What follows belongs to an exercise in optimizing a design on an open flow for small area, a short achievable clock period and few clock cycles; a production flow would make more cautious choices. Where RTL was checked, it was by simulation tests only, not by an equivalence proof against the original. Only the layout flow was run in run 2; the RTL was not checked for function there.

==> flow/design.v <==
`timescale 1ns/100ps
module csi_fa (
	input  wire a, b, c,
	output wire s, co
);
assign s  = a ^ b ^ c;
assign co = (a & b) | (a & c) | (b & c);
endmodule
module csi_ha (
	input  wire a, b,
	output wire s, co
);
assign s  = a ^ b;
assign co = a & b;
endmodule
`timescale 1ns/100ps
module csi_top (
	input  logic        clk,
	input  logic        rst_n,
	input  logic        start,
	output logic [17:0] sram_addr,
	output logic [15:0] sram_wdata,
	output logic        sram_we_n,
	input  logic [15:0] sram_rdata,
	output logic        done
);
localparam logic [17:0] U_BASE   = 18'd38400;
localparam logic [17:0] V_BASE   = 18'd57600;
localparam logic [17:0] RGB_BASE = 18'd146944;
localparam logic [15:0] C_END    = 16'd38406;
logic        run;
logic        we;        
logic [4:0]  ph;        
logic [15:0] c;         
logic [7:0]  col;       
logic [17:0] wc;        
wire wact = (|c[15:3]) | (c[2] & c[1]);    
logic [7:0]  uh, ul, vh, vl;
logic [7:0]  L [0:10];
wire [7:0] ins  = ph[0] ? (c[0] ? vl : vh) : (c[0] ? ul : uh);
logic      head, t157, t158, t159;    
wire [7:0] tp1 = t159 ? L[6] : L[4];
wire [7:0] tp2 = t159 ? L[6] : (t158 ? L[4] : L[2]);
wire [7:0] tp3 = t159 ? L[6] : (t158 ? L[4] : (t157 ? L[2] : L[0]));
logic [8:0] ia, ib, ic;
wire [7:0] tm1 = L[8];
wire [7:0] tm2 = L[10];
wire [7:0] tp0 = L[6];
logic [8:0] uo, vo;
wire  [16:0] it_s, it_c;
wire it_n1 = ~ia[0];
wire it_n2, it_n3;
csi_ha u_it_n2 (.a(ia[1]), .b(ia[3]), .s(it_n2), .co(it_n3));
wire it_n4, it_n5;
csi_ha u_it_n4 (.a(ia[0]), .b(~ia[5]), .s(it_n4), .co(it_n5));
wire it_n6 = ~(ia[1] ^ ~ia[6]);
wire it_n7 = ia[1] | ~ia[6];
wire it_n8, it_n9;
csi_fa u_it_n8 (.a(~ib[0]), .b(ib[3]), .c(ib[4]), .s(it_n8), .co(it_n9));
wire it_n10, it_n11;
csi_fa u_it_n10 (.a(ia[2]), .b(~ia[7]), .c(~ib[1]), .s(it_n10), .co(it_n11));
wire it_n12, it_n13;
csi_fa u_it_n12 (.a(ib[4]), .b(ib[5]), .c(ic[3]), .s(it_n12), .co(it_n13));
wire it_n14, it_n15;
csi_ha u_it_n14 (.a(ic[5]), .b(ic[7]), .s(it_n14), .co(it_n15));
wire it_n16, it_n17;
csi_fa u_it_n16 (.a(~ia[8]), .b(~ib[2]), .c(ib[5]), .s(it_n16), .co(it_n17));
wire it_n18, it_n19;
csi_fa u_it_n18 (.a(ib[6]), .b(ic[4]), .c(ic[6]), .s(it_n18), .co(it_n19));
wire it_n20, it_n21;
csi_fa u_it_n20 (.a(ic[8]), .b(ia[0]), .c(it_n2), .s(it_n20), .co(it_n21));
wire it_n22 = ~(ia[2] ^ ia[4]);
wire it_n23 = ia[2] | ia[4];
wire it_n24, it_n25;
csi_fa u_it_n24 (.a(~ib[3]), .b(ib[6]), .c(ib[7]), .s(it_n24), .co(it_n25));
wire it_n26, it_n27;
csi_fa u_it_n26 (.a(ic[5]), .b(ic[7]), .c(it_n3), .s(it_n26), .co(it_n27));
wire it_n28 = ~(ia[3] ^ ia[5]);
wire it_n29 = ia[3] | ia[5];
wire it_n30, it_n31;
csi_fa u_it_n30 (.a(~ib[4]), .b(ib[7]), .c(ib[8]), .s(it_n30), .co(it_n31));
wire it_n32, it_n33;
csi_ha u_it_n32 (.a(ic[6]), .b(ic[8]), .s(it_n32), .co(it_n33));
wire it_n34 = ~(ia[4] ^ ia[6]);
wire it_n35 = ia[4] | ia[6];
wire it_n36, it_n37;
csi_ha u_it_n36 (.a(~ib[5]), .b(ib[8]), .s(it_n36), .co(it_n37));
wire it_n38 = ~ia[5];
wire it_n39, it_n40;
csi_ha u_it_n39 (.a(~ia[3]), .b(ib[0]), .s(it_n39), .co(it_n40));
wire it_n41, it_n42;
csi_fa u_it_n41 (.a(~ia[4]), .b(ib[1]), .c(ib[2]), .s(it_n41), .co(it_n42));
wire it_n43, it_n44;
csi_ha u_it_n43 (.a(ic[0]), .b(ic[2]), .s(it_n43), .co(it_n44));
wire it_n45, it_n46;
csi_fa u_it_n45 (.a(ib[2]), .b(ib[3]), .c(ic[1]), .s(it_n45), .co(it_n46));
wire it_n47, it_n48;
csi_fa u_it_n47 (.a(ic[3]), .b(ic[5]), .c(it_n4), .s(it_n47), .co(it_n48));
wire it_n49, it_n50;
csi_fa u_it_n49 (.a(ic[2]), .b(ic[4]), .c(ic[6]), .s(it_n49), .co(it_n50));
wire it_n51, it_n52;
csi_fa u_it_n51 (.a(it_n6), .b(it_n5), .c(it_n8), .s(it_n51), .co(it_n52));
wire it_n53, it_n54;
csi_fa u_it_n53 (.a(it_n1), .b(it_n10), .c(it_n12), .s(it_n53), .co(it_n54));
wire it_n55, it_n56;
csi_fa u_it_n55 (.a(it_n7), .b(it_n14), .c(it_n9), .s(it_n55), .co(it_n56));
wire it_n57, it_n58;
csi_fa u_it_n57 (.a(it_n16), .b(it_n18), .c(it_n20), .s(it_n57), .co(it_n58));
wire it_n59, it_n60;
csi_fa u_it_n59 (.a(it_n15), .b(it_n11), .c(it_n13), .s(it_n59), .co(it_n60));
wire it_n61, it_n62;
csi_fa u_it_n61 (.a(it_n22), .b(it_n24), .c(it_n26), .s(it_n61), .co(it_n62));
wire it_n63, it_n64;
csi_fa u_it_n63 (.a(it_n17), .b(it_n19), .c(it_n21), .s(it_n63), .co(it_n64));
wire it_n65, it_n66;
csi_fa u_it_n65 (.a(it_n28), .b(it_n32), .c(it_n30), .s(it_n65), .co(it_n66));
wire it_n67, it_n68;
csi_fa u_it_n67 (.a(it_n23), .b(it_n25), .c(it_n27), .s(it_n67), .co(it_n68));
wire it_n69, it_n70;
csi_fa u_it_n69 (.a(ic[7]), .b(it_n34), .c(it_n36), .s(it_n69), .co(it_n70));
wire it_n71, it_n72;
csi_fa u_it_n71 (.a(it_n29), .b(it_n33), .c(it_n31), .s(it_n71), .co(it_n72));
wire it_n73, it_n74;
csi_fa u_it_n73 (.a(ia[7]), .b(~ib[6]), .c(ic[8]), .s(it_n73), .co(it_n74));
wire it_n75, it_n76;
csi_fa u_it_n75 (.a(it_n38), .b(it_n35), .c(it_n37), .s(it_n75), .co(it_n76));
wire it_n77 = ~(ia[6] ^ ia[8]);
wire it_n78 = ia[6] | ia[8];
wire it_n79, it_n80;
csi_ha u_it_n79 (.a(~ib[7]), .b(ia[5]), .s(it_n79), .co(it_n80));
wire it_n81 = ~ia[7];
wire it_n82, it_n83;
csi_ha u_it_n82 (.a(~ia[2]), .b(ib[0]), .s(it_n82), .co(it_n83));
wire it_n84, it_n85;
csi_fa u_it_n84 (.a(ib[1]), .b(ic[1]), .c(ic[3]), .s(it_n84), .co(it_n85));
wire it_n86, it_n87;
csi_fa u_it_n86 (.a(ic[4]), .b(it_n43), .c(it_n41), .s(it_n86), .co(it_n87));
wire it_n88, it_n89;
csi_fa u_it_n88 (.a(it_n42), .b(it_n45), .c(it_n47), .s(it_n88), .co(it_n89));
wire it_n90, it_n91;
csi_fa u_it_n90 (.a(it_n46), .b(it_n49), .c(it_n51), .s(it_n90), .co(it_n91));
wire it_n92, it_n93;
csi_fa u_it_n92 (.a(it_n50), .b(it_n55), .c(it_n53), .s(it_n92), .co(it_n93));
wire it_n94, it_n95;
csi_fa u_it_n94 (.a(it_n59), .b(it_n54), .c(it_n57), .s(it_n94), .co(it_n95));
wire it_n96, it_n97;
csi_fa u_it_n96 (.a(it_n61), .b(it_n63), .c(it_n58), .s(it_n96), .co(it_n97));
wire it_n98, it_n99;
csi_fa u_it_n98 (.a(it_n65), .b(it_n62), .c(it_n67), .s(it_n98), .co(it_n99));
wire it_n100, it_n101;
csi_fa u_it_n100 (.a(it_n69), .b(it_n71), .c(it_n66), .s(it_n100), .co(it_n101));
wire it_n102, it_n103;
csi_fa u_it_n102 (.a(it_n73), .b(it_n70), .c(it_n75), .s(it_n102), .co(it_n103));
wire it_n104, it_n105;
csi_fa u_it_n104 (.a(it_n77), .b(it_n79), .c(it_n74), .s(it_n104), .co(it_n105));
wire it_n106, it_n107;
csi_fa u_it_n106 (.a(~ib[8]), .b(it_n81), .c(it_n78), .s(it_n106), .co(it_n107));
wire it_n108 = ~ia[8];
wire it_n109 = ~~ia[0];
wire it_n110, it_n111;
csi_ha u_it_n110 (.a(~ia[1]), .b(ic[1]), .s(it_n110), .co(it_n111));
wire it_n112, it_n113;
csi_fa u_it_n112 (.a(ic[0]), .b(ic[2]), .c(it_n82), .s(it_n112), .co(it_n113));
wire it_n114, it_n115;
csi_fa u_it_n114 (.a(it_n83), .b(it_n39), .c(it_n84), .s(it_n114), .co(it_n115));
wire it_n116, it_n117;
csi_fa u_it_n116 (.a(it_n40), .b(it_n85), .c(it_n86), .s(it_n116), .co(it_n117));
wire it_n118, it_n119;
csi_fa u_it_n118 (.a(it_n44), .b(it_n87), .c(it_n88), .s(it_n118), .co(it_n119));
wire it_n120, it_n121;
csi_fa u_it_n120 (.a(it_n48), .b(it_n89), .c(it_n90), .s(it_n120), .co(it_n121));
wire it_n122, it_n123;
csi_fa u_it_n122 (.a(it_n52), .b(it_n91), .c(it_n92), .s(it_n122), .co(it_n123));
wire it_n124, it_n125;
csi_fa u_it_n124 (.a(it_n56), .b(it_n93), .c(it_n94), .s(it_n124), .co(it_n125));
wire it_n126, it_n127;
csi_fa u_it_n126 (.a(it_n60), .b(it_n95), .c(it_n96), .s(it_n126), .co(it_n127));
wire it_n128, it_n129;
csi_fa u_it_n128 (.a(it_n64), .b(it_n98), .c(it_n97), .s(it_n128), .co(it_n129));
wire it_n130, it_n131;
csi_fa u_it_n130 (.a(it_n68), .b(it_n100), .c(it_n99), .s(it_n130), .co(it_n131));
wire it_n132, it_n133;
csi_fa u_it_n132 (.a(it_n72), .b(it_n102), .c(it_n101), .s(it_n132), .co(it_n133));
wire it_n134, it_n135;
csi_fa u_it_n134 (.a(it_n76), .b(it_n104), .c(it_n103), .s(it_n134), .co(it_n135));
wire it_n136, it_n137;
csi_fa u_it_n136 (.a(it_n80), .b(it_n106), .c(it_n105), .s(it_n136), .co(it_n137));
wire it_n138, it_n139;
csi_fa u_it_n138 (.a(ia[7]), .b(it_n108), .c(it_n107), .s(it_n138), .co(it_n139));
wire it_n140 = ~ia[8];
assign it_s = {it_n140, it_n138, it_n136, it_n134, it_n132, it_n130, it_n128, it_n126, it_n124, it_n122, it_n120, it_n118, it_n116, it_n114, it_n112, it_n110, ic[0]};
assign it_c = {it_n139, it_n137, it_n135, it_n133, it_n131, it_n129, it_n127, it_n125, it_n123, it_n121, it_n119, it_n117, it_n115, it_n113, it_n111, ~ia[0], it_n109};
wire [16:0] isum = it_s + it_c;
wire [8:0]  ires = isum[16:8];
function automatic logic [8:0] ex(input logic [7:0] s);    
	ex = {s[7], ~s[7], s[6:0]};
endfunction
logic [7:0] ycur, ylo;         
logic [8:0] xcur;              
logic       selb;              
logic [8:0] gnu, gnv;          
wire [7:0]  rb_y = ycur;
wire [8:0]  rb_x = xcur;
wire        rb_selb = selb;
wire [7:0]  g_y = ycur;
wire [8:0]  g_nu = gnu;
wire [8:0]  g_nv = gnv;
wire [26:0] rbt_s, rbt_c, gt_s, gt_c;
wire rbt_n1 = ~~rb_y[6];
wire rbt_n2, rbt_n3;
csi_ha u_rbt_n2 (.a(rb_y[0]), .b(~rb_y[7]), .s(rbt_n2), .co(rbt_n3));
wire rbt_n4, rbt_n5;
csi_fa u_rbt_n4 (.a(rb_y[0]), .b(rb_y[2]), .c(rb_x[4]), .s(rbt_n4), .co(rbt_n5));
wire rbt_n6, rbt_n7;
csi_fa u_rbt_n6 (.a(rb_y[1]), .b(rb_y[3]), .c(rb_x[5]), .s(rbt_n6), .co(rbt_n7));
wire rbt_n8, rbt_n9;
csi_fa u_rbt_n8 (.a(rb_y[0]), .b(rb_y[2]), .c(rb_y[4]), .s(rbt_n8), .co(rbt_n9));
wire rbt_n10 = ~(rb_y[1] ^ rb_y[3]);
wire rbt_n11 = rb_y[1] | rb_y[3];
wire rbt_n12, rbt_n13;
csi_ha u_rbt_n12 (.a(rb_y[5]), .b(rb_x[7]), .s(rbt_n12), .co(rbt_n13));
wire rbt_n14 = ~(rb_y[2] ^ rb_y[4]);
wire rbt_n15 = rb_y[2] | rb_y[4];
wire rbt_n16, rbt_n17;
csi_fa u_rbt_n16 (.a(rb_y[6]), .b(rb_x[8]), .c((rb_selb ? rb_x[5] : rb_x[0])), .s(rbt_n16), .co(rbt_n17));
wire rbt_n18, rbt_n19;
csi_fa u_rbt_n18 (.a(rb_y[0]), .b(rb_y[3]), .c(rb_y[5]), .s(rbt_n18), .co(rbt_n19));
wire rbt_n20, rbt_n21;
csi_fa u_rbt_n20 (.a(rb_y[7]), .b((~rb_selb & rb_x[0])), .c((rb_selb ? rb_x[6] : rb_x[1])), .s(rbt_n20), .co(rbt_n21));
wire rbt_n22, rbt_n23;
csi_fa u_rbt_n22 (.a(rb_y[1]), .b(rb_y[4]), .c(rb_y[6]), .s(rbt_n22), .co(rbt_n23));
wire rbt_n24, rbt_n25;
csi_ha u_rbt_n24 (.a((rb_selb ? rb_x[0] : rb_x[1])), .b((rb_selb ? rb_x[7] : rb_x[2])), .s(rbt_n24), .co(rbt_n25));
wire rbt_n26, rbt_n27;
csi_fa u_rbt_n26 (.a(rb_y[2]), .b(rb_y[5]), .c(rb_y[7]), .s(rbt_n26), .co(rbt_n27));
wire rbt_n28, rbt_n29;
csi_fa u_rbt_n28 (.a((rb_selb ? rb_x[1] : rb_x[2])), .b((rb_selb ? rb_x[8] : rb_x[3])), .c((~rb_selb & rb_x[6])), .s(rbt_n28), .co(rbt_n29));
wire rbt_n30, rbt_n31;
csi_fa u_rbt_n30 (.a(rb_y[3]), .b(rb_y[6]), .c((rb_selb ? rb_x[2] : rb_x[3])), .s(rbt_n30), .co(rbt_n31));
wire rbt_n32, rbt_n33;
csi_ha u_rbt_n32 (.a((~rb_selb & rb_x[4])), .b((~rb_selb & rb_x[7])), .s(rbt_n32), .co(rbt_n33));
wire rbt_n34, rbt_n35;
csi_fa u_rbt_n34 (.a(rb_y[4]), .b(rb_y[7]), .c((rb_selb ? rb_x[3] : rb_x[4])), .s(rbt_n34), .co(rbt_n35));
wire rbt_n36, rbt_n37;
csi_ha u_rbt_n36 (.a(~rb_y[2]), .b(rb_x[0]), .s(rbt_n36), .co(rbt_n37));
wire rbt_n38, rbt_n39;
csi_fa u_rbt_n38 (.a(~rb_y[3]), .b(rb_x[1]), .c(rb_x[4]), .s(rbt_n38), .co(rbt_n39));
wire rbt_n40 = ~(~rb_y[4] ^ rb_x[2]);
wire rbt_n41 = ~rb_y[4] | rb_x[2];
wire rbt_n42, rbt_n43;
csi_ha u_rbt_n42 (.a(rb_x[5]), .b(rb_x[6]), .s(rbt_n42), .co(rbt_n43));
wire rbt_n44, rbt_n45;
csi_fa u_rbt_n44 (.a(~rb_y[5]), .b(rb_x[0]), .c(rb_x[3]), .s(rbt_n44), .co(rbt_n45));
wire rbt_n46, rbt_n47;
csi_fa u_rbt_n46 (.a(rb_x[6]), .b(rb_x[7]), .c((rb_selb & rb_x[4])), .s(rbt_n46), .co(rbt_n47));
wire rbt_n48, rbt_n49;
csi_fa u_rbt_n48 (.a(rb_x[1]), .b(rb_x[4]), .c(rb_x[7]), .s(rbt_n48), .co(rbt_n49));
wire rbt_n50, rbt_n51;
csi_fa u_rbt_n50 (.a(rb_x[8]), .b((rb_selb & rb_x[5])), .c(rbt_n1), .s(rbt_n50), .co(rbt_n51));
wire rbt_n52, rbt_n53;
csi_fa u_rbt_n52 (.a(rb_x[2]), .b(rb_x[5]), .c(rb_x[8]), .s(rbt_n52), .co(rbt_n53));
wire rbt_n54, rbt_n55;
csi_fa u_rbt_n54 (.a((rb_selb & rb_x[6])), .b(~rb_y[6]), .c(rbt_n2), .s(rbt_n54), .co(rbt_n55));
wire rbt_n56, rbt_n57;
csi_fa u_rbt_n56 (.a(rb_y[1]), .b(rb_x[3]), .c(rb_x[6]), .s(rbt_n56), .co(rbt_n57));
wire rbt_n58, rbt_n59;
csi_fa u_rbt_n58 (.a((rb_selb & rb_x[0])), .b((rb_selb & rb_x[7])), .c(rbt_n3), .s(rbt_n58), .co(rbt_n59));
wire rbt_n60, rbt_n61;
csi_fa u_rbt_n60 (.a(rb_x[7]), .b((rb_selb & rb_x[1])), .c((rb_selb & rb_x[8])), .s(rbt_n60), .co(rbt_n61));
wire rbt_n62, rbt_n63;
csi_fa u_rbt_n62 (.a((~rb_selb & rb_x[0])), .b(~rb_selb), .c(rbt_n4), .s(rbt_n62), .co(rbt_n63));
wire rbt_n64, rbt_n65;
csi_fa u_rbt_n64 (.a(rb_x[8]), .b((rb_selb & rb_x[2])), .c((~rb_selb & rb_x[0])), .s(rbt_n64), .co(rbt_n65));
wire rbt_n66, rbt_n67;
csi_fa u_rbt_n66 (.a((~rb_selb & rb_x[1])), .b(rbt_n5), .c(rbt_n6), .s(rbt_n66), .co(rbt_n67));
wire rbt_n68, rbt_n69;
csi_fa u_rbt_n68 (.a(rb_x[6]), .b((rb_selb & rb_x[3])), .c((~rb_selb & rb_x[1])), .s(rbt_n68), .co(rbt_n69));
wire rbt_n70, rbt_n71;
csi_fa u_rbt_n70 (.a((~rb_selb & rb_x[2])), .b(rbt_n7), .c(rbt_n8), .s(rbt_n70), .co(rbt_n71));
wire rbt_n72, rbt_n73;
csi_fa u_rbt_n72 (.a((rb_selb & rb_x[4])), .b((~rb_selb & rb_x[2])), .c((~rb_selb & rb_x[3])), .s(rbt_n72), .co(rbt_n73));
wire rbt_n74, rbt_n75;
csi_fa u_rbt_n74 (.a(rbt_n10), .b(rbt_n12), .c(rbt_n9), .s(rbt_n74), .co(rbt_n75));
wire rbt_n76, rbt_n77;
csi_fa u_rbt_n76 (.a((~rb_selb & rb_x[3])), .b((~rb_selb & rb_x[4])), .c(rbt_n14), .s(rbt_n76), .co(rbt_n77));
wire rbt_n78, rbt_n79;
csi_fa u_rbt_n78 (.a(rbt_n11), .b(rbt_n13), .c(rbt_n16), .s(rbt_n78), .co(rbt_n79));
wire rbt_n80, rbt_n81;
csi_fa u_rbt_n80 (.a((~rb_selb & rb_x[4])), .b((~rb_selb & rb_x[5])), .c(rbt_n18), .s(rbt_n80), .co(rbt_n81));
wire rbt_n82, rbt_n83;
csi_fa u_rbt_n82 (.a(rbt_n15), .b(rbt_n17), .c(rbt_n20), .s(rbt_n82), .co(rbt_n83));
wire rbt_n84, rbt_n85;
csi_fa u_rbt_n84 (.a((~rb_selb & rb_x[5])), .b((~rb_selb & rb_x[6])), .c(rbt_n22), .s(rbt_n84), .co(rbt_n85));
wire rbt_n86, rbt_n87;
csi_fa u_rbt_n86 (.a(rbt_n24), .b(rbt_n19), .c(rbt_n21), .s(rbt_n86), .co(rbt_n87));
wire rbt_n88, rbt_n89;
csi_fa u_rbt_n88 (.a((~rb_selb & rb_x[7])), .b(~rb_selb), .c(rbt_n26), .s(rbt_n88), .co(rbt_n89));
wire rbt_n90, rbt_n91;
csi_fa u_rbt_n90 (.a(rbt_n25), .b(rbt_n23), .c(rbt_n28), .s(rbt_n90), .co(rbt_n91));
wire rbt_n92, rbt_n93;
csi_fa u_rbt_n92 (.a((~rb_selb & rb_x[8])), .b(rb_selb), .c(rbt_n30), .s(rbt_n92), .co(rbt_n93));
wire rbt_n94, rbt_n95;
csi_fa u_rbt_n94 (.a(rbt_n32), .b(rbt_n27), .c(rbt_n29), .s(rbt_n94), .co(rbt_n95));
wire rbt_n96, rbt_n97;
csi_fa u_rbt_n96 (.a((~rb_selb & rb_x[5])), .b((~rb_selb & rb_x[8])), .c(~rb_selb), .s(rbt_n96), .co(rbt_n97));
wire rbt_n98, rbt_n99;
csi_fa u_rbt_n98 (.a(rbt_n33), .b(rbt_n31), .c(rbt_n34), .s(rbt_n98), .co(rbt_n99));
wire rbt_n100, rbt_n101;
csi_fa u_rbt_n100 (.a(rb_y[5]), .b((rb_selb ? rb_x[4] : rb_x[5])), .c((~rb_selb & rb_x[6])), .s(rbt_n100), .co(rbt_n101));
wire rbt_n102, rbt_n103;
csi_ha u_rbt_n102 (.a(rb_selb), .b(rbt_n35), .s(rbt_n102), .co(rbt_n103));
wire rbt_n104 = ~(rb_y[6] ^ (rb_selb ? rb_x[5] : rb_x[6]));
wire rbt_n105 = rb_y[6] | (rb_selb ? rb_x[5] : rb_x[6]);
wire rbt_n106, rbt_n107;
csi_ha u_rbt_n106 (.a(rb_y[7]), .b((rb_selb ? rb_x[6] : rb_x[7])), .s(rbt_n106), .co(rbt_n107));
wire rbt_n108 = ~~rb_y[0];
wire rbt_n109, rbt_n110;
csi_fa u_rbt_n109 (.a(~rb_y[1]), .b(rb_x[2]), .c(rb_x[3]), .s(rbt_n109), .co(rbt_n110));
wire rbt_n111, rbt_n112;
csi_fa u_rbt_n111 (.a(rb_x[3]), .b(rb_x[4]), .c((rb_selb & rb_x[1])), .s(rbt_n111), .co(rbt_n112));
wire rbt_n113, rbt_n114;
csi_fa u_rbt_n113 (.a(rb_x[5]), .b((rb_selb & rb_x[2])), .c(rbt_n38), .s(rbt_n113), .co(rbt_n114));
wire rbt_n115, rbt_n116;
csi_fa u_rbt_n115 (.a((rb_selb & rb_x[3])), .b(rbt_n40), .c(rbt_n42), .s(rbt_n115), .co(rbt_n116));
wire rbt_n117, rbt_n118;
csi_fa u_rbt_n117 (.a(rbt_n41), .b(rbt_n44), .c(rbt_n46), .s(rbt_n117), .co(rbt_n118));
wire rbt_n119, rbt_n120;
csi_fa u_rbt_n119 (.a(rbt_n45), .b(rbt_n48), .c(rbt_n50), .s(rbt_n119), .co(rbt_n120));
wire rbt_n121, rbt_n122;
csi_fa u_rbt_n121 (.a(rbt_n49), .b(rbt_n52), .c(rbt_n54), .s(rbt_n121), .co(rbt_n122));
wire rbt_n123, rbt_n124;
csi_fa u_rbt_n123 (.a(rbt_n53), .b(rbt_n56), .c(rbt_n58), .s(rbt_n123), .co(rbt_n124));
wire rbt_n125, rbt_n126;
csi_fa u_rbt_n125 (.a(rbt_n57), .b(rbt_n60), .c(rbt_n62), .s(rbt_n125), .co(rbt_n126));
wire rbt_n127, rbt_n128;
csi_fa u_rbt_n127 (.a(rbt_n61), .b(rbt_n64), .c(rbt_n66), .s(rbt_n127), .co(rbt_n128));
wire rbt_n129, rbt_n130;
csi_fa u_rbt_n129 (.a(rbt_n65), .b(rbt_n68), .c(rbt_n70), .s(rbt_n129), .co(rbt_n130));
wire rbt_n131, rbt_n132;
csi_fa u_rbt_n131 (.a(rbt_n69), .b(rbt_n72), .c(rbt_n74), .s(rbt_n131), .co(rbt_n132));
wire rbt_n133, rbt_n134;
csi_fa u_rbt_n133 (.a(rbt_n73), .b(rbt_n76), .c(rbt_n78), .s(rbt_n133), .co(rbt_n134));
wire rbt_n135, rbt_n136;
csi_fa u_rbt_n135 (.a(rbt_n77), .b(rbt_n80), .c(rbt_n82), .s(rbt_n135), .co(rbt_n136));
wire rbt_n137, rbt_n138;
csi_fa u_rbt_n137 (.a(rbt_n81), .b(rbt_n84), .c(rbt_n86), .s(rbt_n137), .co(rbt_n138));
wire rbt_n139, rbt_n140;
csi_fa u_rbt_n139 (.a(rbt_n85), .b(rbt_n88), .c(rbt_n90), .s(rbt_n139), .co(rbt_n140));
wire rbt_n141, rbt_n142;
csi_fa u_rbt_n141 (.a(rbt_n89), .b(rbt_n92), .c(rbt_n94), .s(rbt_n141), .co(rbt_n142));
wire rbt_n143, rbt_n144;
csi_fa u_rbt_n143 (.a(rbt_n96), .b(rbt_n93), .c(rbt_n98), .s(rbt_n143), .co(rbt_n144));
wire rbt_n145, rbt_n146;
csi_fa u_rbt_n145 (.a(rbt_n97), .b(rbt_n100), .c(rbt_n102), .s(rbt_n145), .co(rbt_n146));
wire rbt_n147, rbt_n148;
csi_fa u_rbt_n147 (.a((~rb_selb & rb_x[7])), .b(rbt_n104), .c(rbt_n101), .s(rbt_n147), .co(rbt_n148));
wire rbt_n149, rbt_n150;
csi_fa u_rbt_n149 (.a((~rb_selb & rb_x[8])), .b(rb_selb), .c(rbt_n106), .s(rbt_n149), .co(rbt_n150));
wire rbt_n151, rbt_n152;
csi_ha u_rbt_n151 (.a((rb_selb ? rb_x[7] : rb_x[8])), .b(rb_selb), .s(rbt_n151), .co(rbt_n152));
wire rbt_n153, rbt_n154;
csi_ha u_rbt_n153 (.a(rb_x[1]), .b(rb_x[2]), .s(rbt_n153), .co(rbt_n154));
wire rbt_n155, rbt_n156;
csi_fa u_rbt_n155 (.a((rb_selb & rb_x[0])), .b(~rb_y[0]), .c(rbt_n109), .s(rbt_n155), .co(rbt_n156));
wire rbt_n157, rbt_n158;
csi_fa u_rbt_n157 (.a(rbt_n36), .b(rbt_n110), .c(rbt_n111), .s(rbt_n157), .co(rbt_n158));
wire rbt_n159, rbt_n160;
csi_fa u_rbt_n159 (.a(rbt_n37), .b(rbt_n112), .c(rbt_n113), .s(rbt_n159), .co(rbt_n160));
wire rbt_n161, rbt_n162;
csi_fa u_rbt_n161 (.a(rbt_n39), .b(rbt_n115), .c(rbt_n114), .s(rbt_n161), .co(rbt_n162));
wire rbt_n163, rbt_n164;
csi_fa u_rbt_n163 (.a(rbt_n43), .b(rbt_n116), .c(rbt_n117), .s(rbt_n163), .co(rbt_n164));
wire rbt_n165, rbt_n166;
csi_fa u_rbt_n165 (.a(rbt_n47), .b(rbt_n118), .c(rbt_n119), .s(rbt_n165), .co(rbt_n166));
wire rbt_n167, rbt_n168;
csi_fa u_rbt_n167 (.a(rbt_n51), .b(rbt_n120), .c(rbt_n121), .s(rbt_n167), .co(rbt_n168));
wire rbt_n169, rbt_n170;
csi_fa u_rbt_n169 (.a(rbt_n55), .b(rbt_n123), .c(rbt_n122), .s(rbt_n169), .co(rbt_n170));
wire rbt_n171, rbt_n172;
csi_fa u_rbt_n171 (.a(rbt_n59), .b(rbt_n124), .c(rbt_n125), .s(rbt_n171), .co(rbt_n172));
wire rbt_n173, rbt_n174;
csi_fa u_rbt_n173 (.a(rbt_n63), .b(rbt_n126), .c(rbt_n127), .s(rbt_n173), .co(rbt_n174));
wire rbt_n175, rbt_n176;
csi_fa u_rbt_n175 (.a(rbt_n67), .b(rbt_n128), .c(rbt_n129), .s(rbt_n175), .co(rbt_n176));
wire rbt_n177, rbt_n178;
csi_fa u_rbt_n177 (.a(rbt_n71), .b(rbt_n131), .c(rbt_n130), .s(rbt_n177), .co(rbt_n178));
wire rbt_n179, rbt_n180;
csi_fa u_rbt_n179 (.a(rbt_n75), .b(rbt_n132), .c(rbt_n133), .s(rbt_n179), .co(rbt_n180));
wire rbt_n181, rbt_n182;
csi_fa u_rbt_n181 (.a(rbt_n79), .b(rbt_n134), .c(rbt_n135), .s(rbt_n181), .co(rbt_n182));
wire rbt_n183, rbt_n184;
csi_fa u_rbt_n183 (.a(rbt_n83), .b(rbt_n136), .c(rbt_n137), .s(rbt_n183), .co(rbt_n184));
wire rbt_n185, rbt_n186;
csi_fa u_rbt_n185 (.a(rbt_n87), .b(rbt_n138), .c(rbt_n139), .s(rbt_n185), .co(rbt_n186));
wire rbt_n187, rbt_n188;
csi_fa u_rbt_n187 (.a(rbt_n91), .b(rbt_n140), .c(rbt_n141), .s(rbt_n187), .co(rbt_n188));
wire rbt_n189, rbt_n190;
csi_fa u_rbt_n189 (.a(rbt_n95), .b(rbt_n143), .c(rbt_n142), .s(rbt_n189), .co(rbt_n190));
wire rbt_n191, rbt_n192;
csi_fa u_rbt_n191 (.a(rbt_n99), .b(rbt_n145), .c(rbt_n144), .s(rbt_n191), .co(rbt_n192));
wire rbt_n193, rbt_n194;
csi_fa u_rbt_n193 (.a(rbt_n103), .b(rbt_n147), .c(rbt_n146), .s(rbt_n193), .co(rbt_n194));
wire rbt_n195, rbt_n196;
csi_fa u_rbt_n195 (.a(rbt_n105), .b(rbt_n149), .c(rbt_n148), .s(rbt_n195), .co(rbt_n196));
wire rbt_n197, rbt_n198;
csi_fa u_rbt_n197 (.a(rbt_n107), .b(rbt_n151), .c(rbt_n150), .s(rbt_n197), .co(rbt_n198));
wire rbt_n199, rbt_n200;
csi_fa u_rbt_n199 (.a((rb_selb & rb_x[8])), .b(~rb_selb), .c(rbt_n152), .s(rbt_n199), .co(rbt_n200));
assign rbt_s = {1'b1, rbt_n199, rbt_n197, rbt_n195, rbt_n193, rbt_n191, rbt_n189, rbt_n187, rbt_n185, rbt_n183, rbt_n181, rbt_n179, rbt_n177, rbt_n175, rbt_n173, rbt_n171, rbt_n169, rbt_n167, rbt_n165, rbt_n163, rbt_n161, rbt_n159, rbt_n157, rbt_n155, rbt_n108, rb_x[0], rb_x[0]};
assign rbt_c = {rbt_n200, rbt_n198, rbt_n196, rbt_n194, rbt_n192, rbt_n190, rbt_n188, rbt_n186, rbt_n184, rbt_n182, rbt_n180, rbt_n178, rbt_n176, rbt_n174, rbt_n172, rbt_n170, rbt_n168, rbt_n166, rbt_n164, rbt_n162, rbt_n160, rbt_n158, rbt_n156, rbt_n154, rbt_n153, rb_x[1], 1'b0};
wire gt_n1, gt_n2;
csi_ha u_gt_n1 (.a(g_y[0]), .b(g_y[3]), .s(gt_n1), .co(gt_n2));
wire gt_n3 = ~(g_y[1] ^ g_y[4]);
wire gt_n4 = g_y[1] | g_y[4];
wire gt_n5, gt_n6;
csi_ha u_gt_n5 (.a(g_y[2]), .b(g_y[5]), .s(gt_n5), .co(gt_n6));
wire gt_n7 = ~g_y[1];
wire gt_n8, gt_n9;
csi_fa u_gt_n8 (.a(g_y[0]), .b(g_y[2]), .c(g_y[4]), .s(gt_n8), .co(gt_n9));
wire gt_n10 = ~(g_y[1] ^ g_y[3]);
wire gt_n11 = g_y[1] | g_y[3];
wire gt_n12, gt_n13;
csi_fa u_gt_n12 (.a(g_y[5]), .b(g_nu[0]), .c(g_nu[1]), .s(gt_n12), .co(gt_n13));
wire gt_n14, gt_n15;
csi_fa u_gt_n14 (.a(g_y[2]), .b(g_y[4]), .c(g_y[6]), .s(gt_n14), .co(gt_n15));
wire gt_n16, gt_n17;
csi_fa u_gt_n16 (.a(g_nu[1]), .b(g_nu[2]), .c(g_nu[5]), .s(gt_n16), .co(gt_n17));
wire gt_n18, gt_n19;
csi_ha u_gt_n18 (.a(g_nv[0]), .b(g_nv[1]), .s(gt_n18), .co(gt_n19));
wire gt_n20, gt_n21;
csi_fa u_gt_n20 (.a(g_y[5]), .b(g_y[7]), .c(g_nu[2]), .s(gt_n20), .co(gt_n21));
wire gt_n22, gt_n23;
csi_fa u_gt_n22 (.a(g_nu[3]), .b(g_nu[6]), .c(g_nv[1]), .s(gt_n22), .co(gt_n23));
wire gt_n24, gt_n25;
csi_fa u_gt_n24 (.a(g_nv[2]), .b(g_nv[4]), .c(gt_n1), .s(gt_n24), .co(gt_n25));
wire gt_n26, gt_n27;
csi_fa u_gt_n26 (.a(g_y[6]), .b(g_nu[3]), .c(g_nu[4]), .s(gt_n26), .co(gt_n27));
wire gt_n28, gt_n29;
csi_fa u_gt_n28 (.a(g_nu[7]), .b(g_nv[2]), .c(g_nv[3]), .s(gt_n28), .co(gt_n29));
wire gt_n30, gt_n31;
csi_fa u_gt_n30 (.a(g_nv[5]), .b(gt_n3), .c(gt_n2), .s(gt_n30), .co(gt_n31));
wire gt_n32, gt_n33;
csi_fa u_gt_n32 (.a(g_y[7]), .b(g_nu[4]), .c(g_nu[5]), .s(gt_n32), .co(gt_n33));
wire gt_n34, gt_n35;
csi_fa u_gt_n34 (.a(g_nu[8]), .b(g_nv[3]), .c(g_nv[4]), .s(gt_n34), .co(gt_n35));
wire gt_n36, gt_n37;
csi_fa u_gt_n36 (.a(g_nv[6]), .b(gt_n4), .c(gt_n5), .s(gt_n36), .co(gt_n37));
wire gt_n38 = ~(g_y[3] ^ g_y[6]);
wire gt_n39 = g_y[3] | g_y[6];
wire gt_n40, gt_n41;
csi_fa u_gt_n40 (.a(g_nu[5]), .b(g_nu[6]), .c(g_nv[4]), .s(gt_n40), .co(gt_n41));
wire gt_n42, gt_n43;
csi_fa u_gt_n42 (.a(g_nv[5]), .b(g_nv[7]), .c(gt_n6), .s(gt_n42), .co(gt_n43));
wire gt_n44 = ~(g_y[4] ^ g_y[7]);
wire gt_n45 = g_y[4] | g_y[7];
wire gt_n46, gt_n47;
csi_fa u_gt_n46 (.a(g_nu[6]), .b(g_nu[7]), .c(g_nv[5]), .s(gt_n46), .co(gt_n47));
wire gt_n48, gt_n49;
csi_ha u_gt_n48 (.a(g_nv[6]), .b(g_nv[8]), .s(gt_n48), .co(gt_n49));
wire gt_n50 = ~(g_y[5] ^ g_nu[7]);
wire gt_n51 = g_y[5] | g_nu[7];
wire gt_n52, gt_n53;
csi_ha u_gt_n52 (.a(g_nu[8]), .b(g_nv[6]), .s(gt_n52), .co(gt_n53));
wire gt_n54 = ~~g_y[2];
wire gt_n55 = ~(~g_y[3] ^ g_nu[1]);
wire gt_n56 = ~g_y[3] | g_nu[1];
wire gt_n57, gt_n58;
csi_ha u_gt_n57 (.a(g_nu[2]), .b(g_nv[0]), .s(gt_n57), .co(gt_n58));
wire gt_n59 = ~(~g_y[4] ^ g_nu[2]);
wire gt_n60 = ~g_y[4] | g_nu[2];
wire gt_n61, gt_n62;
csi_fa u_gt_n61 (.a(g_nu[3]), .b(g_nv[1]), .c(g_nv[6]), .s(gt_n61), .co(gt_n62));
wire gt_n63, gt_n64;
csi_fa u_gt_n63 (.a(~g_y[5]), .b(g_nu[3]), .c(g_nu[4]), .s(gt_n63), .co(gt_n64));
wire gt_n65, gt_n66;
csi_ha u_gt_n65 (.a(g_nv[2]), .b(g_nv[7]), .s(gt_n65), .co(gt_n66));
wire gt_n67 = ~(~g_y[6] ^ g_nu[4]);
wire gt_n68 = ~g_y[6] | g_nu[4];
wire gt_n69, gt_n70;
csi_fa u_gt_n69 (.a(g_nu[5]), .b(g_nv[3]), .c(g_nv[8]), .s(gt_n69), .co(gt_n70));
wire gt_n71 = ~(g_y[0] ^ ~g_y[7]);
wire gt_n72 = g_y[0] | ~g_y[7];
wire gt_n73, gt_n74;
csi_fa u_gt_n73 (.a(g_nu[5]), .b(g_nu[6]), .c(g_nv[4]), .s(gt_n73), .co(gt_n74));
wire gt_n75 = ~(g_y[1] ^ g_nu[0]);
wire gt_n76 = g_y[1] | g_nu[0];
wire gt_n77, gt_n78;
csi_fa u_gt_n77 (.a(g_nu[6]), .b(g_nu[7]), .c(g_nv[5]), .s(gt_n77), .co(gt_n78));
wire gt_n79, gt_n80;
csi_fa u_gt_n79 (.a(g_y[0]), .b(g_y[2]), .c(g_nu[1]), .s(gt_n79), .co(gt_n80));
wire gt_n81, gt_n82;
csi_fa u_gt_n81 (.a(g_nu[7]), .b(g_nu[8]), .c(g_nv[6]), .s(gt_n81), .co(gt_n82));
wire gt_n83, gt_n84;
csi_fa u_gt_n83 (.a(g_y[3]), .b(g_nu[2]), .c(g_nu[8]), .s(gt_n83), .co(gt_n84));
wire gt_n85, gt_n86;
csi_fa u_gt_n85 (.a(g_nv[0]), .b(g_nv[7]), .c(gt_n7), .s(gt_n85), .co(gt_n86));
wire gt_n87, gt_n88;
csi_fa u_gt_n87 (.a(g_nu[0]), .b(g_nu[3]), .c(g_nv[1]), .s(gt_n87), .co(gt_n88));
wire gt_n89, gt_n90;
csi_fa u_gt_n89 (.a(g_nv[8]), .b(g_y[1]), .c(gt_n8), .s(gt_n89), .co(gt_n90));
wire gt_n91, gt_n92;
csi_fa u_gt_n91 (.a(g_nu[4]), .b(g_nv[0]), .c(g_nv[2]), .s(gt_n91), .co(gt_n92));
wire gt_n93, gt_n94;
csi_fa u_gt_n93 (.a(gt_n10), .b(gt_n9), .c(gt_n12), .s(gt_n93), .co(gt_n94));
wire gt_n95, gt_n96;
csi_fa u_gt_n95 (.a(g_nv[3]), .b(gt_n14), .c(gt_n16), .s(gt_n95), .co(gt_n96));
wire gt_n97, gt_n98;
csi_fa u_gt_n97 (.a(gt_n11), .b(gt_n18), .c(gt_n13), .s(gt_n97), .co(gt_n98));
wire gt_n99, gt_n100;
csi_fa u_gt_n99 (.a(gt_n20), .b(gt_n22), .c(gt_n24), .s(gt_n99), .co(gt_n100));
wire gt_n101, gt_n102;
csi_fa u_gt_n101 (.a(gt_n19), .b(gt_n15), .c(gt_n17), .s(gt_n101), .co(gt_n102));
wire gt_n103, gt_n104;
csi_fa u_gt_n103 (.a(gt_n26), .b(gt_n28), .c(gt_n30), .s(gt_n103), .co(gt_n104));
wire gt_n105, gt_n106;
csi_fa u_gt_n105 (.a(gt_n21), .b(gt_n23), .c(gt_n25), .s(gt_n105), .co(gt_n106));
wire gt_n107, gt_n108;
csi_fa u_gt_n107 (.a(gt_n32), .b(gt_n34), .c(gt_n36), .s(gt_n107), .co(gt_n108));
wire gt_n109, gt_n110;
csi_fa u_gt_n109 (.a(gt_n27), .b(gt_n29), .c(gt_n31), .s(gt_n109), .co(gt_n110));
wire gt_n111, gt_n112;
csi_fa u_gt_n111 (.a(gt_n38), .b(gt_n40), .c(gt_n42), .s(gt_n111), .co(gt_n112));
wire gt_n113, gt_n114;
csi_fa u_gt_n113 (.a(gt_n33), .b(gt_n35), .c(gt_n37), .s(gt_n113), .co(gt_n114));
wire gt_n115, gt_n116;
csi_fa u_gt_n115 (.a(gt_n44), .b(gt_n48), .c(gt_n46), .s(gt_n115), .co(gt_n116));
wire gt_n117, gt_n118;
csi_fa u_gt_n117 (.a(gt_n39), .b(gt_n41), .c(gt_n43), .s(gt_n117), .co(gt_n118));
wire gt_n119, gt_n120;
csi_fa u_gt_n119 (.a(g_nv[7]), .b(gt_n50), .c(gt_n52), .s(gt_n119), .co(gt_n120));
wire gt_n121, gt_n122;
csi_fa u_gt_n121 (.a(gt_n45), .b(gt_n49), .c(gt_n47), .s(gt_n121), .co(gt_n122));
wire gt_n123, gt_n124;
csi_fa u_gt_n123 (.a(g_y[6]), .b(g_nu[8]), .c(g_nv[7]), .s(gt_n123), .co(gt_n124));
wire gt_n125, gt_n126;
csi_fa u_gt_n125 (.a(g_nv[8]), .b(gt_n51), .c(gt_n53), .s(gt_n125), .co(gt_n126));
wire gt_n127 = ~g_y[7];
wire gt_n128 = ~~g_y[1];
wire gt_n129, gt_n130;
csi_fa u_gt_n129 (.a(g_nu[0]), .b(g_nu[1]), .c(g_nv[4]), .s(gt_n129), .co(gt_n130));
wire gt_n131, gt_n132;
csi_fa u_gt_n131 (.a(g_nv[5]), .b(gt_n55), .c(gt_n57), .s(gt_n131), .co(gt_n132));
wire gt_n133, gt_n134;
csi_fa u_gt_n133 (.a(gt_n59), .b(gt_n56), .c(gt_n61), .s(gt_n133), .co(gt_n134));
wire gt_n135, gt_n136;
csi_fa u_gt_n135 (.a(gt_n60), .b(gt_n65), .c(gt_n63), .s(gt_n135), .co(gt_n136));
wire gt_n137, gt_n138;
csi_fa u_gt_n137 (.a(gt_n67), .b(gt_n64), .c(gt_n69), .s(gt_n137), .co(gt_n138));
wire gt_n139, gt_n140;
csi_fa u_gt_n139 (.a(gt_n71), .b(gt_n68), .c(gt_n73), .s(gt_n139), .co(gt_n140));
wire gt_n141, gt_n142;
csi_fa u_gt_n141 (.a(gt_n75), .b(gt_n72), .c(gt_n77), .s(gt_n141), .co(gt_n142));
wire gt_n143, gt_n144;
csi_fa u_gt_n143 (.a(gt_n76), .b(gt_n79), .c(gt_n81), .s(gt_n143), .co(gt_n144));
wire gt_n145, gt_n146;
csi_fa u_gt_n145 (.a(gt_n80), .b(gt_n83), .c(gt_n85), .s(gt_n145), .co(gt_n146));
wire gt_n147, gt_n148;
csi_fa u_gt_n147 (.a(gt_n84), .b(gt_n87), .c(gt_n89), .s(gt_n147), .co(gt_n148));
wire gt_n149, gt_n150;
csi_fa u_gt_n149 (.a(gt_n88), .b(gt_n91), .c(gt_n93), .s(gt_n149), .co(gt_n150));
wire gt_n151, gt_n152;
csi_fa u_gt_n151 (.a(gt_n92), .b(gt_n97), .c(gt_n95), .s(gt_n151), .co(gt_n152));
wire gt_n153, gt_n154;
csi_fa u_gt_n153 (.a(gt_n101), .b(gt_n96), .c(gt_n99), .s(gt_n153), .co(gt_n154));
wire gt_n155, gt_n156;
csi_fa u_gt_n155 (.a(gt_n105), .b(gt_n100), .c(gt_n103), .s(gt_n155), .co(gt_n156));
wire gt_n157, gt_n158;
csi_fa u_gt_n157 (.a(gt_n109), .b(gt_n104), .c(gt_n107), .s(gt_n157), .co(gt_n158));
wire gt_n159, gt_n160;
csi_fa u_gt_n159 (.a(gt_n111), .b(gt_n113), .c(gt_n108), .s(gt_n159), .co(gt_n160));
wire gt_n161, gt_n162;
csi_fa u_gt_n161 (.a(gt_n115), .b(gt_n112), .c(gt_n117), .s(gt_n161), .co(gt_n162));
wire gt_n163, gt_n164;
csi_fa u_gt_n163 (.a(gt_n119), .b(gt_n121), .c(gt_n116), .s(gt_n163), .co(gt_n164));
wire gt_n165, gt_n166;
csi_fa u_gt_n165 (.a(gt_n123), .b(gt_n120), .c(gt_n125), .s(gt_n165), .co(gt_n166));
wire gt_n167, gt_n168;
csi_fa u_gt_n167 (.a(g_nv[8]), .b(gt_n127), .c(gt_n124), .s(gt_n167), .co(gt_n168));
wire gt_n169 = ~~g_y[0];
wire gt_n170, gt_n171;
csi_fa u_gt_n170 (.a(g_nu[0]), .b(g_nv[3]), .c(gt_n128), .s(gt_n170), .co(gt_n171));
wire gt_n172, gt_n173;
csi_fa u_gt_n172 (.a(~g_y[1]), .b(gt_n54), .c(gt_n129), .s(gt_n172), .co(gt_n173));
wire gt_n174, gt_n175;
csi_fa u_gt_n174 (.a(~g_y[2]), .b(gt_n130), .c(gt_n131), .s(gt_n174), .co(gt_n175));
wire gt_n176, gt_n177;
csi_fa u_gt_n176 (.a(gt_n58), .b(gt_n132), .c(gt_n133), .s(gt_n176), .co(gt_n177));
wire gt_n178, gt_n179;
csi_fa u_gt_n178 (.a(gt_n62), .b(gt_n134), .c(gt_n135), .s(gt_n178), .co(gt_n179));
wire gt_n180, gt_n181;
csi_fa u_gt_n180 (.a(gt_n66), .b(gt_n136), .c(gt_n137), .s(gt_n180), .co(gt_n181));
wire gt_n182, gt_n183;
csi_fa u_gt_n182 (.a(gt_n70), .b(gt_n139), .c(gt_n138), .s(gt_n182), .co(gt_n183));
wire gt_n184, gt_n185;
csi_fa u_gt_n184 (.a(gt_n74), .b(gt_n140), .c(gt_n141), .s(gt_n184), .co(gt_n185));
wire gt_n186, gt_n187;
csi_fa u_gt_n186 (.a(gt_n78), .b(gt_n142), .c(gt_n143), .s(gt_n186), .co(gt_n187));
wire gt_n188, gt_n189;
csi_fa u_gt_n188 (.a(gt_n82), .b(gt_n144), .c(gt_n145), .s(gt_n188), .co(gt_n189));
wire gt_n190, gt_n191;
csi_fa u_gt_n190 (.a(gt_n86), .b(gt_n146), .c(gt_n147), .s(gt_n190), .co(gt_n191));
wire gt_n192, gt_n193;
csi_fa u_gt_n192 (.a(gt_n90), .b(gt_n148), .c(gt_n149), .s(gt_n192), .co(gt_n193));
wire gt_n194, gt_n195;
csi_fa u_gt_n194 (.a(gt_n94), .b(gt_n150), .c(gt_n151), .s(gt_n194), .co(gt_n195));
wire gt_n196, gt_n197;
csi_fa u_gt_n196 (.a(gt_n98), .b(gt_n152), .c(gt_n153), .s(gt_n196), .co(gt_n197));
wire gt_n198, gt_n199;
csi_fa u_gt_n198 (.a(gt_n102), .b(gt_n154), .c(gt_n155), .s(gt_n198), .co(gt_n199));
wire gt_n200, gt_n201;
csi_fa u_gt_n200 (.a(gt_n106), .b(gt_n156), .c(gt_n157), .s(gt_n200), .co(gt_n201));
wire gt_n202, gt_n203;
csi_fa u_gt_n202 (.a(gt_n110), .b(gt_n158), .c(gt_n159), .s(gt_n202), .co(gt_n203));
wire gt_n204, gt_n205;
csi_fa u_gt_n204 (.a(gt_n114), .b(gt_n161), .c(gt_n160), .s(gt_n204), .co(gt_n205));
wire gt_n206, gt_n207;
csi_fa u_gt_n206 (.a(gt_n118), .b(gt_n163), .c(gt_n162), .s(gt_n206), .co(gt_n207));
wire gt_n208, gt_n209;
csi_fa u_gt_n208 (.a(gt_n122), .b(gt_n165), .c(gt_n164), .s(gt_n208), .co(gt_n209));
wire gt_n210, gt_n211;
csi_fa u_gt_n210 (.a(gt_n126), .b(gt_n167), .c(gt_n166), .s(gt_n210), .co(gt_n211));
wire gt_n212, gt_n213;
csi_ha u_gt_n212 (.a(g_y[7]), .b(gt_n168), .s(gt_n212), .co(gt_n213));
assign gt_s = {1'b1, 1'b1, gt_n212, gt_n210, gt_n208, gt_n206, gt_n204, gt_n202, gt_n200, gt_n198, gt_n196, gt_n194, gt_n192, gt_n190, gt_n188, gt_n186, gt_n184, gt_n182, gt_n180, gt_n178, gt_n176, gt_n174, gt_n172, gt_n170, g_nv[2], g_nv[1], 1'b1};
assign gt_c = {1'b0, gt_n213, gt_n211, gt_n209, gt_n207, gt_n205, gt_n203, gt_n201, gt_n199, gt_n197, gt_n195, gt_n193, gt_n191, gt_n189, gt_n187, gt_n185, gt_n183, gt_n181, gt_n179, gt_n177, gt_n175, gt_n173, gt_n171, ~g_y[0], gt_n169, 1'b0, g_nv[0]};
wire [16:0] rb_lo = {1'b0, rbt_s[15:0]} + {1'b0, rbt_c[15:0]};
wire [16:0] g_lo  = {1'b0, gt_s[15:0]} + {1'b0, gt_c[15:0]};
logic [10:0] rb_hs, rb_hc, g_hs, g_hc;
logic        rb_cy, g_cy;
function automatic logic [7:0] clip(input logic [10:0] h);   
	if (h[10])
		clip = 8'd0;
	else if (h[9] | h[8])
		clip = 8'd255;
	else
		clip = h[7:0];
endfunction
wire [10:0] rb_h = rb_hs + rb_hc + {10'd0, rb_cy};
wire [10:0] g_h  = g_hs + g_hc + {10'd0, g_cy};
wire [7:0]  rb   = clip(rb_h);
wire [7:0]  gg   = clip(g_h);
logic [7:0] bbuf;
always_ff @(posedge clk or negedge rst_n) begin
	if (!rst_n) begin
		run       <= 1'b0;
		done      <= 1'b0;
		we   <= 1'b0;
	end else begin
		we   <= run & wact & (ph[1] | ph[3] | ph[4]);
		if (!run) begin
			if (start) begin
				run  <= 1'b1;
				done <= 1'b0;
			end
		end else if (ph[0] && c == C_END) begin
			run  <= 1'b0;
			done <= 1'b1;
		end
	end
end
always_ff @(posedge clk) begin
	if (!run) begin
		ph  <= 5'b00001;
		c   <= 16'd0;
		col  <= 8'd155;
		head <= 1'b0;
		t157 <= 1'b0;
		t158 <= 1'b0;
		t159 <= 1'b0;
		wc  <= RGB_BASE;
	end else begin
		ph <= {ph[3:0], ph[4]};
		if (ph[4]) begin
			c    <= c + 16'd1;
			col  <= t159 ? 8'd0 : col + 8'd1;
			head <= t159;
			t157 <= (col == 8'd156);
			t158 <= t157;
			t159 <= t158;
		end
		if (wact & (ph[1] | ph[3] | ph[4]))
			wc <= wc + 18'd1;
	end
end
assign sram_we_n = ~we;
always_ff @(posedge clk) begin
	if (ph[0])
		sram_addr <= {2'b00, c - 16'd5};
	else if (ph[2])
		sram_addr <= (c[0] ? U_BASE : V_BASE) + {3'b000, c[15:1]};
	else
		sram_addr <= wc;
	sram_wdata[15:8] <= ph[1] ? rb : (ph[3] ? bbuf : gg);
	sram_wdata[7:0]  <= ph[1] ? gg : rb;
	if (ph[2])
		bbuf <= rb;
end
always_ff @(posedge clk) begin
	if (ph[3]) begin
		ycur <= sram_rdata[15:8];
		ylo  <= sram_rdata[7:0];
	end else if (ph[1]) begin
		ycur <= ylo;
	end
	if (ph[0] & c[0])
		{vh, vl} <= sram_rdata;
	if (ph[0] & ~c[0])
		{uh, ul} <= sram_rdata;
	if (run & (ph[0] | ph[2])) begin
		L[0] <= ins;
		for (int i = 1; i <= 10; i++)
			L[i] <= L[i-1];
		if (head) begin
			L[8]  <= L[5];
			L[10] <= L[5];
		end
	end
end
always_ff @(posedge clk) begin
	xcur <= ph[4] ? ex(L[7]) : (ph[0] ? ex(L[6]) : (ph[1] ? vo : uo));
	selb <= ph[0] | ph[2];
	gnu  <= ~(ph[4] ? ex(L[6]) : uo);
	gnv  <= ~(ph[4] ? ex(L[7]) : vo);
	ia <= {1'b0, tp0} + {1'b0, tp1};
	ib <= {1'b0, tm1} + {1'b0, tp2};
	ic <= {1'b0, tm2} + {1'b0, tp3};
	if (ph[3])
		vo <= ires;
	if (ph[4])
		uo <= ires;
	rb_hs <= rbt_s[26:16];
	rb_hc <= rbt_c[26:16];
	rb_cy <= rb_lo[16];
	g_hs  <= gt_s[26:16];
	g_hc  <= gt_c[26:16];
	g_cy  <= g_lo[16];
end
endmodule
==> flow/flow/run.sh <==
#!/bin/bash
# Standard ORFS layout with buf_2 port buffers and timing repair aimed at a
# 4.3 ns path delay (the constraints stay the design's: 17 ns clock).
set -euo pipefail
bash standard.sh "BUFFER_PORTS_ARGS=-buffer_cell sky130_fd_sc_hd__buf_2" SETUP_SLACK_MARGIN=12.7 finish > flow.log 2>&1
==> flow/standard.sh <==
#!/bin/bash
# synth_recipe.tcl (not shown) runs the flow's synth.tcl, then flattens the netlist and writes it again
# the make line also repeats each setting of config.mk as NAME=value (left out here)
make -C /OpenROAD-flow-scripts/flow DESIGN_CONFIG=/design/flow/config.mk WORK_HOME=/design/flow/orfs CLKGATE_MAP_FILE= SYNTH_SCRIPT=/design/flow/synth_recipe.tcl "${@:-finish}"
==> flow/config.mk <==
export PLATFORM = sky130hd
export DESIGN_NAME = csi_top
export DESIGN_NICKNAME = csi_top
export VERILOG_FILES = /design/flow/design.v
export SDC_FILE = /design/flow/constraint.sdc
export NUM_CORES = 4
export LEC_CHECK = 0
export CAP_MARGIN = 20
export CORE_MARGIN = 2
export CORE_UTILIZATION = 40
export PLACE_DENSITY = 0.6
export SLEW_MARGIN = 20
export SYNTH_HIERARCHICAL = 1
export SYNTH_MINIMUM_KEEP_SIZE = 0
==> flow/constraint.sdc <==
create_clock -name core_clock -period 17.0 [get_ports {clk}]
set_input_delay 3.4000 -clock core_clock [delete_from_list [all_inputs] [get_ports {clk}]]
set_output_delay 3.4000 -clock core_clock [all_outputs]
set_load 0.01 [all_outputs]
==> key figures, run 1 <==
Critical path
  • Crit-path cells: buf_2
  • Crit path kind: flop to output port
  • Worst Setup End Kind: output port
  • Worst Path Buf+Inv: 1
  • WP data arrival: approximately 1.1 ns
  • CP delay by family, top: flip-flops
  • Startpoint Class: flop
  • Largest stage delay, worst path: roughly 0.38 ns
  • CP required: 13.60 ns
  • Launching point of the worst reg2reg path: ia[1]
  • Critical path's slowest cell: dfrtp_1
  • Max Fanout on Critical Path: 2
  • Critical path startpoint: done

Routing
  • Wire length on met3: 2040 um
  • Vias: 12400
  • WL met2: roughly 21000 um
  • Drt initial violations: 777
  • Top Metal Used: met4
  • M1 wire length: approximately 20000 um
  • Vias per cell: between 5 and 6
  • WL per Instance: 18.0 um
  • Drt drc: 0
  • Final wirelength: 44200 um
  • First-pass DRT Iterations: 5
  • Antenna viol nets, final: 0

Logic synthesis
  • Cell taking the most area after synthesis: edfxtp_1
  • Yosys reg bits: 347
  • Ys flop type: dfxtp_1
  • Mapped Area: between 20000 and 25000 sq um
  • Post-Synthesis Cells: roughly 1700
  • Syn Area/Cell: between 10 and 15 sq um
  • Yosys warns: 8
  • Synth top area share: 23.6%
  • Async set or reset register ratio after synthesis: less than 1%
  • Number of flops mapped to enable cells by yosys: 162
  • Syn_nets: slightly above 2000
  • Sequential fraction of the synthesis area: 41.6%
  • Synth cell types: 67
  • Synth top area cells: edfxtp_1 (24%), fa_1 (22%), dfxtp_1 (18%), ha_1 (8.6%), inv_1 (2.6%)

Clocking
  • Clk latency of the worst-skew pair: roughly 0.56 ns
  • Clk sinks: 347
  • Hold-fix buffers, CTS: 0
  • H-tree depth: 2
  • Worst-path clk slew: ~0.06 ns
  • TritonCTS clock tree: yes
  • CTS buffer count: 40
  • Longest Clk Path Bufs: 3
  • Clock Tree Root: clkbuf_16

Timing
  • Hold Fails Final Rpt: 0
  • Rel. slew slack: 27.8%
  • Least-Margin Pin Slew: roughly 1.1 ns
  • Final period util: a little over a quarter
  • Achievable clock frequency: 224 MHz
  • Setup tns final: 0 ns
  • Post-layout minimum cycle time: 4.47 ns
  • Max Slew Vio Count: 0
  • Endpoints failing setup: 0
  • RSZ-0062 raised after global routing: true
  • Worst Clk Skew: roughly 0.032 ns

Finish
  • Filler Cell Count: 4627
  • Antenna cells: 0
  • Fraction of layout cells with a size suffix above 1: 11.6%
  • Multi-input gate area: approximately 11000 sq um
  • Commonest non-fill, non-tap cell in the layout: fa_1
  • Synth-to-layout area growth: 12.2%
  • Most frequent cells in the layout: fa_1 (230), edfxtp_1 (162), dfxtp_1 (162)
  • Final Util: 45.3%
  • Register area: between 8000 and 9000 sq um
  • Nets: 2133

Floorplan
  • I/O pin count: 55
  • Full die area: 53400 sq um
  • Area of the core: a little over 50000 sq um
  • Initial Utilization: 40.3%
  • Die Ht: about 230 um
  • Die Wd: 231 um
  • Row count: 83

Placement
  • GPL Wtd Cong: 0.856
  • DP HPWL: 33900 um
  • IO buf count: 54

Outcome
  • Status: timing/DRC/antenna clean

Run
  • Max Cap Viol: 0

GRT
  • Largest net degree at the start of global routing: 69
  • All-Layer GR Usage: 17.4%
  • GR Overflow Total: 0
  • Global-route wire length before repair: 72700 um
  • Initial antenna violation count: 0
  • Vias in the first global route: 13200

Hold path
  • Worst hold path class: flop to flop
  • Hold_sp: L[3][0]
## per-stage QoR
step | cells | worst slack, ns | hold slack [ns] | area [sq um]
floorplan | 1679 | 12.88 | 0.400 | 20600
global placement | 2375 | 12.49 | 0.402 | 21600
detailed placement | 2375 | 12.44 | 0.405 | 21600
CTS | 2449 | 12.48 | 0.418 | 23000
global route | 2452 | 12.48 | 0.426 | 23100
finish | 2452 | 12.53 | 0.414 | 23100
## Yosys stat by module, one instance, submodules excluded
module   times used  cell area [sq um]
csi_top           1              15800
csi_ha           28               12.5
csi_fa          223               20.0
## cells in the mapped netlist (all sizes together), types with 7 or more instances
cell / n
xnor2: 58
or3: 7
clkbuf: 39
nor2b: 29
xor2: 25
o21ai: 91
nand2: 86
a21o: 20
a21oi: 58
mux2: 10
o211ai: 8
o22ai: 18
fa: 231
inv: 143
nand4: 15
buf: 11
mux2i: 42
dfxtp: 182
edfxtp: 162
nor2: 82
and2: 41
ha: 142
nand2b: 10
nor3: 30
nand3: 21
mux4: 8
or2: 14
a211oi: 8
and3: 12
o21a: 13
a21boi: 14
## metal layers
layer,vias up,global-route usage (%)
li1,5897,-
met1,6234,24.1
met2,227,28.1
met3,53,3.27
met4,0,4.62
met5,-,0
## logic make-up after synthesis
| family | count (synthesis) | synth area share [%] |
|---|---|---|
| fa+ha+maj | 373 | 31.0 |
| simple gates | 359 | 8.78 |
| flops | 347 | 41.6 |
| compound gates | 263 | 7.96 |
| buf+inv | 194 | 3.59 |
| xor+xnor | 83 | 3.53 |
| mux | 60 | 3.46 |
## cell type report
cell class              instances  share of cell area [%]
inverters                     144                    2.34
clock inverters                18                   0.692
clock buffers                  55                    4.90
flip-flops and latches        347                    37.2
repair buffers                 70                    2.09
multi-input cells            1138                    49.1
well taps                     680                    3.68
## worst paths after layout
| check | endpoint | slack (ns) | cells past startpoint |
|---|---|---|---|
| min in group asynchronous | done | 2.63 | 1 |
| hold reg to reg | L[4][0] | 0.41 | 0 |
| max in group asynchronous | run | 14.26 | 1 |
| setup / recovery | done | 12.53 | 1 |
| hold / removal | L[4][0] | 0.41 | 0 |
| setup reg to reg | uo[8] | 12.78 | 12 |
## state kept, by name, indices dropped and copies added (netlist names), 10 cells and up
signal / flops
L: 88
sram_addr: 18
wc: 18
c: 16
sram_wdata: 16
rb_hc: 11
g_hc: 10
rb_hs: 10
## timing repair
action / CTS / global route
pin swaps: 1 / 2
resized for setup: 9 / 36
buffers inserted: 1 / 3
endpoints found under the setup margin: 46 / 45
Testbench counts, summed over its fixed seeds: cycles 2,304,384.
==> run 2: changes to the inputs <==
--- a/flow/design.v
+++ b/flow/design.v
@@ -192,4 +192,6 @@
 assign it_c = {it_n139, it_n137, it_n135, it_n133, it_n131, it_n129, it_n127, it_n125, it_n123, it_n121, it_n119, it_n117, it_n115, it_n113, it_n111, ~ia[0], it_n109};
-wire [16:0] isum = it_s + it_c;
-wire [8:0]  ires = isum[16:8];
+wire [8:0]  it_lo = {1'b0, it_s[7:0]} + {1'b0, it_c[7:0]};
+logic [8:0] i_hs, i_hc;
+logic       i_cy;
+wire [8:0]  ires = i_hs + i_hc + {8'd0, i_cy};
 function automatic logic [8:0] ex(input logic [7:0] s);    
@@ -726,5 +728,8 @@
 	ic <= {1'b0, tm2} + {1'b0, tp3};
-	if (ph[3])
-		vo <= ires;
+	i_hs <= it_s[16:8];
+	i_hc <= it_c[16:8];
+	i_cy <= it_lo[8];
 	if (ph[4])
+		vo <= ires;
+	if (ph[0])
 		uo <= ires;
==> key figures, run 2 <==
GRT
  • Global-route wire length before repair: 73500 um (+1.1%)
  • Largest net degree at the start of global routing: 80 (+16%)
  • Initial antenna violation count: 1 (+1)
  • GR Overflow Total: 0 (unchanged)

Timing
  • Least-Margin Pin Slew: 0.997 ns (-0.0838 ns)
  • Worst Clk Skew: 0.0100 ns (-0.0222 ns)
  • Endpoints failing setup: 0 (unchanged)
  • Rel. slew slack: 33.4% (+5.6 points)
  • Setup tns final: 0 ns (unchanged)
  • Hold Slack: 0.419 ns (+0.00461 ns)
  • Hold Fails Final Rpt: 0 (unchanged)

Floorplan
  • Initial Utilization: 40.3% (-0.055 points)
  • I/O pin count: 55 (unchanged)
  • Die Wd: 234 um (+1.1%)

Clocking
  • TritonCTS clock tree: yes
  • H-tree depth: 2 (unchanged)
  • Worst-path clk slew: 0.06 ns (about the same)
  • CTS buffer count: 39 (-2.5%)
  • Total setup buffers inserted after CTS: 0 (-1)
  • Clk latency of the worst-skew pair: 0.54 ns (-0.02 ns)
  • Clk sinks: 366 (+5.5%)
  • Clock Tree Root: clkbuf_16

Routing
  • Drt initial violations: 721 (-7.2%)
  • Drt drc: 0 (unchanged)
  • Final wirelength: 45100 um (+2.1%)
  • Wire length on met3: 2120 um (+3.7%)
  • Top Metal Used: met5
  • First-pass DRT Iterations: 6 (+1)
  • Vias per cell: 5.04 (-0.39%)
  • M1 wire length: 21400 um (+5.6%)

Placement
  • DP HPWL: 34700 um (+2.4%)
  • IO buf count: 54 (unchanged)
  • GPL Wtd Cong: 0.873 (+2.0%)

Critical path
  • CP required: 13.60 ns (about the same)
  • Crit path kind: flop to output port
  • Critical path's slowest cell: dfrtp_1
  • CP delay by family, top: flip-flops
  • Startpoint Class: flop
  • Largest stage delay, worst path: 0.38 ns (about the same)
  • Worst R2R Path Depth: 11 (-1)
  • WP data arrival: 1.05 ns (-0.02 ns)
  • Max Fanout on Critical Path: 2 (unchanged)
  • Worst Path Buf+Inv: 1 (unchanged)
  • Stages on worst setup path: 1 (unchanged)
  • Worst Setup End Kind: output port

Finish
  • Commonest non-fill, non-tap cell in the layout: fa_1
  • Synth-to-layout area growth: 11.7%
  • Filler Cell Count: 4774 (+3.2%)
  • Regs by FF count: L: 88 flops, sram_addr: 18 flops, wc: 18 flops
  • Antenna cells: 0 (unchanged)
  • Nets: 2168 (+1.6%)
  • Max reg flops: 88 (unchanged)
  • Most frequent cells in the layout: fa_1 (233), dfxtp_1 (181), edfxtp_1 (162)

Logic synthesis
  • Synth cell types: 58 (-13%)
  • Top-count cell post-synth: fa_1
  • Yosys warns: 8 (unchanged)
  • Yosys reg bits: 366 (+5.5%)
  • Async set or reset register ratio after synthesis: 0.820% (-0.045 points)
  • Post-Synthesis Cells: 1719 (+2.4%)
  • Cell taking the most area after synthesis: edfxtp_1
  • Sequential fraction of the synthesis area: 42.5% (+0.87 points)
  • Number of flops mapped to enable cells by yosys: 162 (unchanged)
  • Ys flop type: dfxtp_1
  • Synth top area share: 23.1% (-0.53 points)

Hold path
  • Hold Path Depth: 0 (unchanged)
  • Worst hold path class: flop to flop

Run
  • Max Cap Viol: 0 (unchanged)

Outcome
  • Status: timing/DRC/antenna clean
==> run 2: cell types whose count changed after synthesis, moves of 7 or more <==
cell      previous run  this run
nor2b_1             29        39
clkbuf_1            39        46
and2_1              41        49
a21oi_1             58        70
dfxtp_1            182       201
inv_1              142       152
==> run 2: kinds of logic after synthesis <==
family / after synthesis / synth area share [%]
adders and majority gates: 374 / 30.5
DFF: 366 / 42.5
and+or+nand+nor: 357 / 8.63
AOI/OAI and AO/OA: 272 / 7.80
buffers and inverters: 205 / 3.68
xor gates and xnor gates: 85 / 3.53
muxes: 60 / 3.38
==> run 2: Yosys stat by module, one instance, submodules excluded <==
module / cell area, sq um / copies in the design / cells inside / flops+latches
csi_fa: 20.0 / 223 / 1 / 0
csi_ha: 12.5 / 28 / 1 / 0
csi_top: 16300 / 1 / 1468 / 366
==> run 2: worst paths after layout <==
kind | startpoint | endpoint | slack [ns]
max in group asynchronous | rst_n | run | 14.24
min reg2reg | L[1][7] | L[2][7] | 0.42
min in group asynchronous | rst_n | done | 2.65
max reg2reg | ycur[7] | rb_cy | 12.90
min | L[1][7] | L[2][7] | 0.42
max | done | done | 12.55
==> run 2: through the flow <==
stage          setup WS, ns  instances  cell area [sq um]
2_1_floorplan         13.10       1719              21100
3_3_place_gp          12.86       2422              22100
3_5_place_dp          12.71       2422              22100
4_1_cts               12.52       2492              23500
5_1_grt               12.50       2492              23600
6_report              12.55       2492              23600
==> run 2: routing by layer <==
metal  up-vias  GRT usage [%]
li1       5972              -
met1      6260           24.7
met2       265           27.2
met3        65           2.89
met4         2           4.71
met5         -              0
==> run 2: area by class of cell <==
class | instances | area [sq um] | share of cell area (%)
multi-input combinational | 1148 | 11400 | 48.2
clock buffer | 57 | 1170 | 4.96
inverter | 153 | 574 | 2.44
sequential | 366 | 8990 | 38.2
timing repair buffer | 67 | 474 | 2.01
tap | 688 | 861 | 3.66
clock inverter | 13 | 133 | 0.563
==> run 2: what timing repair did <==
action / CTS / global route
endpoints found under the setup margin: 37 / 36
resized for setup: 13 / 22
endpoints found under the hold margin: 0 / 0
hold buffers: 0 / 0

==> what the ideal ports hide <==
The results above use ideal ports. As a check the final layouts listed here were re-extracted and re-timed, cells and wires unchanged.
Step 1, drivers: a clkbuf_16 drives clk and a buf_2 each remaining input, both assumed.
Step 2 also shifts input and output timing later by t, the mid clock arrival at the registers, as if the neighbouring blocks saw the same clock.
Three values: ideal, step 1, step 2; two values: the first two.
run	t, ns	slack for setup (ns)	worst setup path after step 2
run 1	0.599	12.529 / 12.477 / 12.775	register to register
run 2	0.581	12.551 / 12.501 / 12.897	register to register
After both steps every run listed still meets setup and hold.
